This is an optimization exercise on Yosys and OpenROAD, whose aim is small area, not a production implementation.
Only simulation tests tie the RTL to the original design; equivalence was not proved.
Power is estimated from default activity; no workload was simulated.

## job 6896
==> module speed_config, before the edit <==
module speed_config(
	input clk,
	input bps_start,
	output clk_bps,
	output at_436
    );
localparam [9:0] INV = 10'b1010101010;
localparam [9:0] LOAD = 10'b0100111001;	 
reg [9:0] t;
wire [9:0] s = t ^ INV;
wire c = s[0] & s[2] & s[3] & s[5] & s[6] & s[7];
assign clk_bps = c & s[1] & s[4];
assign at_436 = c & ~s[1] & s[8];
wire [9:0] s_next = bps_start ? {s[8:1], s[0] & ~clk_bps, ~(s[9] ^ s[6])} : LOAD;
always @(posedge clk)
	t <= s_next ^ INV;
endmodule
==> module uart_axis_bridge, before the edit <==
module uart_axis_bridge(
	input clk,
	input rst_n,
	input uart_rx,
	input [12:0] x_axis,
	input [12:0] y_axis,
	input [12:0] z_axis,
	output uart_tx
    );
wire bps_start1,bps_start2;
wire clk_bps1,clk_bps2;
wire at_436_1,at_436_2;
wire [7:0] rx_data;
wire rx_done;
speed_config speed_rx(
	.clk(clk),
	.bps_start(bps_start1),
	.clk_bps(clk_bps1),
	.at_436(at_436_1)
);
uart_rx rx_i(
	.clk(clk),
	.rst_n(rst_n),
	.uart_rx(uart_rx),
	.clk_bps(clk_bps1),
	.at_436(at_436_1),
	.bps_start(bps_start1),
	.rx_data(rx_data),
	.rx_done(rx_done)
);
speed_config speed_tx(
	.clk(clk),
	.bps_start(bps_start2),
	.clk_bps(clk_bps2),
	.at_436(at_436_2)
);
uart_tx tx_i(
	.clk(clk),
	.rst_n(rst_n),
	.clk_bps(clk_bps2),
	.rx_data(rx_data),
	.x_axis(x_axis),
	.y_axis(y_axis),
	.z_axis(z_axis),
	.rx_done(rx_done),
	.uart_tx(uart_tx),
	.bps_start(bps_start2)
);
endmodule
Settings: LEC_CHECK=0, CAP_MARGIN=20, CORE_MARGIN=2, CORE_UTILIZATION=40, SLEW_MARGIN=20; clock period 10.0 ns.
standard.sh (not shown) runs the stock make flow with config.mk's settings and CLKGATE_MAP_FILE= SYNTH_SCRIPT=/design/flow/synth_recipe.tcl, a recipe that flattens the netlist after the stock synthesis.
==> flow/flow/run.sh <==
#!/bin/bash
# The standard layout, with three changes: ABC maps the logic for area, the
# port buffers are the smallest buffer cell, and CTS adds no dummy loads.
set -euo pipefail
here=$(pwd)
export AREA_ABC_SCRIPT=$here/flow/abc.script
export BUFFER_PORTS_ARGS="-buffer_cell sky130_fd_sc_hd__buf_1"
export CTS_ARGS="-sink_clustering_enable -repair_clock_nets -dont_use_dummy_load"
bash standard.sh SYNTH_SCRIPT=$here/flow/synth.tcl finish > make_finish.log 2>&1
==> flow/flow/abc.script <==
strash
dch -f
amap -F 20 -A 40
topo
==> flow/flow/synth.tcl <==
# The standard flow's synthesis script (synth_recipe.tcl), with ABC mapping the logic for
# area instead of speed. Everything but the ABC script is unchanged, so the
# registers are the standard synthesis's.
proc synth {args} { yosys synth -nofsm -noshare {*}$args }
proc abc {args} {
  set i [lsearch -exact $args -script]
  lset args [expr {$i + 1}] $::env(AREA_ABC_SCRIPT)
  yosys abc {*}$args
}
source $::env(SCRIPTS_DIR)/synth.tcl
# left out here: clear keep_hierarchy, flatten, clean up, hide names made inside functions, write 1_2_yosys.v
Here is what was changed in the inputs of job 9072 compared with job 6896.
==> flow/design.v, changed modules only <==
module speed_rx(
	input clk,
	input bps_start,
	output clk_bps,
	output at_436
    );
localparam [9:0] INV = 10'b1110100010;
localparam [9:0] LOAD = 10'b0001100011;	 
localparam [9:0] G = 10'b0011100110;	 
localparam [9:0] J = 10'b0000100000;	 
localparam [9:0] JUMP = 10'b0000101000;	 
reg [9:0] t;
wire [9:0] s = t ^ INV;
assign clk_bps = ~s[0] & ~s[1] & s[2] & ~s[4] & ~s[5] & ~s[6] & ~s[7] & ~s[8];
assign at_436 = ~s[0] & ~s[1] & ~s[2] & s[3] & ~s[4] & ~s[6] & ~s[8] & ~s[9];
wire [9:0] shifted = {s[8:0], s[6] ^ s[9]};
wire [9:0] counted = clk_bps ? (shifted & ~J) | (JUMP & J) : shifted;
wire [9:0] s_next = bps_start ? counted : (counted & ~G) | (LOAD & G);
always @(posedge clk)
	t <= s_next ^ INV;
endmodule
module speed_tx(
	input clk,
	input bps_start,
	output clk_bps
    );
localparam [9:0] INV = 10'b0011000100;
localparam [9:0] LOAD = 10'b0011000000;	 
localparam [9:0] G = 10'b0101000100;	 
localparam [9:0] J = 10'b0100001000;	 
localparam [9:0] JUMP = 10'b0000100001;	 
reg [9:0] t;
wire [9:0] s = t ^ INV;
assign clk_bps = ~s[0] & ~s[1] & s[2] & ~s[3] & s[4] & ~s[5] & ~s[6] & s[7] & ~s[8];
wire [9:0] shifted = {s[8:0], s[2] ^ s[9]};
wire [9:0] counted = clk_bps ? (shifted & ~J) | (JUMP & J) : shifted;
wire [9:0] s_next = bps_start ? counted : (counted & ~G) | (LOAD & G);
always @(posedge clk)
	t <= s_next ^ INV;
endmodule
module uart_axis_bridge(
	input clk,
	input rst_n,
	input uart_rx,
	input [12:0] x_axis,
	input [12:0] y_axis,
	input [12:0] z_axis,
	output uart_tx
    );
wire bps_start1,bps_start2;
wire clk_bps1,clk_bps2;
wire at_436_1;
wire [7:0] rx_data;
wire rx_done;
speed_rx speed_rx(
	.clk(clk),
	.bps_start(bps_start1),
	.clk_bps(clk_bps1),
	.at_436(at_436_1)
);
uart_rx rx_i(
	.clk(clk),
	.rst_n(rst_n),
	.uart_rx(uart_rx),
	.clk_bps(clk_bps1),
	.at_436(at_436_1),
	.bps_start(bps_start1),
	.rx_data(rx_data),
	.rx_done(rx_done)
);
speed_tx speed_tx(
	.clk(clk),
	.bps_start(bps_start2),
	.clk_bps(clk_bps2)
);
uart_tx tx_i(
	.clk(clk),
	.rst_n(rst_n),
	.clk_bps(clk_bps2),
	.rx_data(rx_data),
	.x_axis(x_axis),
	.y_axis(y_axis),
	.z_axis(z_axis),
	.rx_done(rx_done),
	.uart_tx(uart_tx),
	.bps_start(bps_start2)
);
endmodule
// module speed_config removed
==> comparison <==
- Looking at job 9072 and job 6896, the adder and majority cell fraction of the synthesized area is a wash.
- Going from job 6896 to job 9072, total power divided by cell area shrank slightly.
- Comparing job 9072 and job 6896, the higher number of stages on the worst hold path was measured on job 6896.
- Job 9072: final area about 1.8% below job 6896
- | post-layout total power | lower: job 9072 |
- Looking at placement-stage cell area across job 9072 and job 6896, the one that comes out lower is job 9072.
- Against job 6896, via count of the first global-routing pass in job 9072 rose by a few percent.
- The core of job 9072 is less densely filled than that of job 6896.
- From job 6896 to job 9072 the numbers moved as follows: via count decreased about 5%; worst slack after detailed placement decreased 0.030 ns; worst supply voltage drop on vdd decreased 9.9%; total detailed-routing wirelength essentially unchanged; worst hold margin decreased 0.027 ns.
- Job 9072 ends up with lower height of the die than job 6896 does.

[separate check: timing with driven ports]
No port has a modelled driver above. Below, the same layouts with a new extraction and two added sets of constraints.
Step 1: set_driving_cell puts a clkbuf_16 on clk and a buf_2 on each other input, an assumption about the parent block.
Step 2 times the ports against the registers' clock, not the clock port: input delays grow and output delays shrink by t, the midpoint of the rising clock arrivals with the driver on.
a / b / c = ideal ports / drivers / drivers and shift; a / b = the first two.
run	t, ns	slack for setup (ns)	hold WS [ns]	clock arrival spread, ns	cell pins on the clock port's net
job 6896	0.305	7.042 / 7.017 / 6.984	0.370 / 0.370 / 0.370	0.018 / 0.018	1
job 9072	0.313	7.030 / 7.003 / 6.972	0.343 / 0.343 / 0.343	0.017 / 0.018	1
After both steps every run listed still meets setup and hold.
